From an optimization exercise on the open Yosys and OpenROAD flow, aimed at small area; shortcuts taken in it are not production practice.
The RTL was checked by simulation tests, not by an equivalence proof against the original design.
No driver is modelled on the clock port, so clock power and skew are understated where the tree is cut down; a real chip needs a root buffer or a tree.
No activity file was given, so power comes from the tool's default toggle rates.

Design sync_fifo, start of the top module:
module sync_fifo(input clk,reset,we,re,input [7:0]data_in, output empty,full,output reg [7:0]data_out);
For scale: about 250 cells after synthesis, ~140 flip-flops, about 5000 sq um of cells after synthesis.
clock: 4.0 ns
lec_check: 0
abc_area: 1
cap_margin: 20
core_margin: 2
core_utilization: 75
gpl_timing_driven: 0
slew_margin: 20
standard.sh (not shown) runs the stock make flow with config.mk's settings and CLKGATE_MAP_FILE= SYNTH_SCRIPT=/design/flow/synth_recipe.tcl, a recipe that flattens the netlist after the stock synthesis.
==> flow/flow/run.sh <==
#!/bin/bash
# Own layout flow: the standard ORFS flow (standard.sh), with
#  - an area-oriented ABC mapping script that keeps the RTL's logic structure
#    (ORFS's abc_area.script maps for delay),
#  - port buffers of the smallest buffer, buf_1,
#  - a two-level inverter clock tree built by flow/manual_cts.tcl in place of
#    TritonCTS: the clock port drives one root inverter, which drives leaf
#    inverters, each at the centre of a cluster of flip-flops. The leaf count
#    and the cell sizes are the smallest that keep the estimated flip-flop
#    clock-pin slew under CTS_SLEW_TARGET (ns).
# Each step's full output goes to a log file in the work folder.
set -euo pipefail
W=$PWD
rm -rf "$W/scripts"
cp -r "$FLOW_HOME/scripts" "$W/scripts"
cp "$W/flow/abc_area.script" "$W/scripts/abc_area.script"
grep -q 'log_cmd clock_tree_synthesis {\*}$cts_args' "$W/scripts/cts.tcl"
sed -i "s#log_cmd clock_tree_synthesis {\*}\$cts_args#source $W/flow/manual_cts.tcl; manual_cts_search \$::env(CTS_NBUFS) \$::env(CTS_SIZES) \$::env(CTS_SLEW_TARGET)#" "$W/scripts/cts.tcl"
export BUFFER_PORTS_ARGS="-buffer_cell sky130_fd_sc_hd__buf_1"
export CTS_NBUFS="4 5 6 7 8 9 10 12"
export CTS_SIZES="sky130_fd_sc_hd__inv_2 sky130_fd_sc_hd__inv_4 sky130_fd_sc_hd__inv_6 sky130_fd_sc_hd__inv_8 sky130_fd_sc_hd__inv_12 sky130_fd_sc_hd__inv_16"
export CTS_SLEW_TARGET=0.110
bash standard.sh SCRIPTS_DIR="$W/scripts" synth > "$W/synth.log" 2>&1
bash standard.sh SCRIPTS_DIR="$W/scripts" finish > "$W/finish.log" 2>&1
Other scripts of this flow, unchanged in this note and not shown: flow/flow/abc_area.script, flow/flow/manual_cts.tcl
The baseline finished with timing, DRC and antenna clean.
Next try:
--- a/flow/flow/run.sh
+++ b/flow/flow/run.sh
@@ -4,0 +5,2 @@
+#  - no adder extraction before ABC (ADDER_MAP_FILE empty): it turned the
+#    counter's XOR/AND pairs into half-adder cells ABC cannot optimise,
@@ -10,0 +13,2 @@
+#  - after CTS, repair_timing's power recovery (flow/post_cts.tcl), which
+#    downsizes cells that have slack to spare.
@@ -22,2 +26,3 @@
-export CTS_SLEW_TARGET=0.110
-bash standard.sh SCRIPTS_DIR="$W/scripts" synth > "$W/synth.log" 2>&1
+export CTS_SLEW_TARGET=0.122
+export POST_CTS_TCL="$W/flow/post_cts.tcl"
+bash standard.sh SCRIPTS_DIR="$W/scripts" ADDER_MAP_FILE= synth > "$W/synth.log" 2>&1
==> flow/flow/post_cts.tcl (new file) <==
# After CTS: downsize cells on paths with positive slack (repair_timing's
# power recovery, which also gives back area), then legalize again.
log_cmd repair_timing -recover_power 100 -verbose
detailed_placement
check_placement -verbose
Worst setup slack degrades by 250 ps.
Utilization rises by 1.8 points.
Clock skew fell by 6.4 ps.
Maximum frequency went down by 7.2%.
Die area decreases by 0.46%.
Clock power shrinks by 4.2%.
No run of this note takes its clock network from TritonCTS; it comes from the design's own scripts or RTL.

---

sync_fifo, a different RTL version from the one above (not shown whole).
Size in the first run: about 140 flip-flops, ~22 I/O pins, ~5000 um2 of cells after synthesis.
==> flow/design.v (excerpt) <==
module sync_fifo(input clk,reset,we,re,input [7:0]data_in, output empty,full,output reg [7:0]data_out);
Settings: LEC_CHECK=0, ABC_AREA=1, CAP_MARGIN=20, CORE_MARGIN=2, CORE_UTILIZATION=68, GPL_TIMING_DRIVEN=0, SLEW_MARGIN=20; clock period 4.0 ns.
==> flow/flow/run.sh <==
#!/bin/bash
# Own layout flow: the standard ORFS flow (standard.sh), with
#  - an area-oriented ABC mapping script that keeps the RTL's logic structure
#    (ORFS's abc_area.script maps for delay),
#  - no adder extraction before ABC (ADDER_MAP_FILE empty): it turned the
#    counter's XOR/AND pairs into half-adder cells ABC cannot optimise,
#  - port buffers of the smallest buffer, buf_1,
#  - a two-level inverter clock tree built by flow/manual_cts.tcl in place of
#    TritonCTS: the clock port drives one root inverter, which drives leaf
#    inverters, each at the centre of a cluster of flip-flops. The leaf count
#    and the cell sizes are the smallest that keep the estimated flip-flop
#    clock-pin slew under CTS_SLEW_TARGET (ns).
#  - before repair_design, one buffer of the smallest adequate size on each
#    net with 32 or more loads (flow/hfn.tcl); repair_design's own buffer
#    trees for the shift register's write-enable net were several buf_16s,
#  - after CTS, repair_timing's power recovery (flow/post_cts.tcl), which
#    downsizes cells that have slack to spare.
# Each step's full output goes to a log file in the work folder.
set -euo pipefail
W=$PWD
rm -rf "$W/scripts"
cp -r "$FLOW_HOME/scripts" "$W/scripts"
cp "$W/flow/abc_area.script" "$W/scripts/abc_area.script"
grep -q 'log_cmd clock_tree_synthesis {\*}$cts_args' "$W/scripts/cts.tcl"
sed -i "s#log_cmd clock_tree_synthesis {\*}\$cts_args#source $W/flow/manual_cts.tcl; manual_cts_search \$::env(CTS_NBUFS) \$::env(CTS_SIZES) \$::env(CTS_SLEW_TARGET)#" "$W/scripts/cts.tcl"
export BUFFER_PORTS_ARGS="-buffer_cell sky130_fd_sc_hd__buf_1"
export CTS_NBUFS="2 3 4 5 6 7 8 9 10 12"
export CTS_SIZES="sky130_fd_sc_hd__inv_2 sky130_fd_sc_hd__inv_4 sky130_fd_sc_hd__inv_6 sky130_fd_sc_hd__inv_8 sky130_fd_sc_hd__inv_12 sky130_fd_sc_hd__inv_16"
export CTS_SLEW_TARGET=0.116
export POST_CTS_TCL="$W/flow/post_cts.tcl"
export PRE_RESIZE_TCL="$W/flow/pre_resize.tcl"
export FLOW_DIR_OWN="$W/flow"
bash standard.sh SCRIPTS_DIR="$W/scripts" ADDER_MAP_FILE= synth > "$W/synth.log" 2>&1
bash standard.sh SCRIPTS_DIR="$W/scripts" finish > "$W/finish.log" 2>&1
Other scripts of this flow, unchanged in this note and not shown: flow/flow/abc_area.script, flow/flow/hfn.tcl, flow/flow/manual_cts.tcl, flow/flow/post_cts.tcl, flow/flow/pre_resize.tcl
Next try:
--- a/flow/flow/run.sh
+++ b/flow/flow/run.sh
@@ -26,3 +26,3 @@
 export BUFFER_PORTS_ARGS="-buffer_cell sky130_fd_sc_hd__buf_1"
-export CTS_NBUFS="2 3 4 5 6 7 8 9 10 12"
+export CTS_NBUFS="4 5 6 7 8 9 10 12"
 export CTS_SIZES="sky130_fd_sc_hd__inv_2 sky130_fd_sc_hd__inv_4 sky130_fd_sc_hd__inv_6 sky130_fd_sc_hd__inv_8 sky130_fd_sc_hd__inv_12 sky130_fd_sc_hd__inv_16"
- CORE_UTILIZATION: 68 -> 75
=>
- The new run finished with timing, DRC and antenna clean
- wire length stays flat
- total power went down by 0.42%
- combinational power shrinks by about 1%
- die area falls by 8.9%
Next try:
--- a/flow/flow/run.sh
+++ b/flow/flow/run.sh
@@ -26,5 +26,5 @@
 export BUFFER_PORTS_ARGS="-buffer_cell sky130_fd_sc_hd__buf_1"
-export CTS_NBUFS="4 5 6 7 8 9 10 12"
+export CTS_NBUFS="2 3 4 5 6 7 8 9 10 12"
 export CTS_SIZES="sky130_fd_sc_hd__inv_2 sky130_fd_sc_hd__inv_4 sky130_fd_sc_hd__inv_6 sky130_fd_sc_hd__inv_8 sky130_fd_sc_hd__inv_12 sky130_fd_sc_hd__inv_16"
-export CTS_SLEW_TARGET=0.116
+export CTS_SLEW_TARGET=0.120
 export POST_CTS_TCL="$W/flow/post_cts.tcl"
Effect: Clock skew stays the same; worst setup slack stays the same; clock power hardly moves; synthesized area stays the same.
Next try:
--- a/flow/flow/run.sh
+++ b/flow/flow/run.sh
@@ -26,5 +26,5 @@
 export BUFFER_PORTS_ARGS="-buffer_cell sky130_fd_sc_hd__buf_1"
-export CTS_NBUFS="2 3 4 5 6 7 8 9 10 12"
+export CTS_NBUFS="4 5 6 7 8 9 10 12"
 export CTS_SIZES="sky130_fd_sc_hd__inv_2 sky130_fd_sc_hd__inv_4 sky130_fd_sc_hd__inv_6 sky130_fd_sc_hd__inv_8 sky130_fd_sc_hd__inv_12 sky130_fd_sc_hd__inv_16"
-export CTS_SLEW_TARGET=0.120
+export CTS_SLEW_TARGET=0.116
 export POST_CTS_TCL="$W/flow/post_cts.tcl"
- CORE_UTILIZATION: 75 -> 85
- PLACE_DENSITY: unset -> 0.92
What happened:
- The changed run went through all stages and came out clean
- sequential cell count stays the same
- worst setup slack degrades by 550 ps
- die area shrinks by roughly a tenth
- synthesized cell count stays the same
- final cell count shrinks slightly
- power grows by a little under a tenth
No run of this note takes its clock network from TritonCTS; it comes from the design's own scripts or RTL.

afterwards: timing with drivers on the ports:
The results above use ideal ports. As a check the final layouts listed here were re-extracted and re-timed, cells and wires unchanged.
Step 1 assumes that a clkbuf_16 drives the clock port and a buf_2 every other input.
Step 2 times the ports against the registers' clock, not the clock port: input delays grow and output delays shrink by t, the midpoint of the rising clock arrivals with the driver on.
a / b / c = no drivers / after step 1 / after step 2; a / b = the first two.
run | shift t [ns] | setup slack, ns | latest minus earliest clock arrival (ns)
the first run of note 1 | 0.235 | 0.731 / 0.731 / 0.731 | 0.020 / 0.019
the second run of note 1 | 0.315 | 0.478 / 0.478 / 0.478 | 0.009 / 0.009
the first run of note 2 | 0.271 | 0.841 / 0.841 / 0.841 | 0.018 / 0.017
the second run of note 2 | 0.267 | 0.817 / 0.817 / 0.817 | 0.012 / 0.012
the third run of note 2 | 0.267 | 0.817 / 0.817 / 0.817 | 0.012 / 0.012
the fourth run of note 2 | 0.277 | 0.270 / 0.270 / 0.270 | 0.021 / 0.021
After both steps every run listed still meets setup and hold.
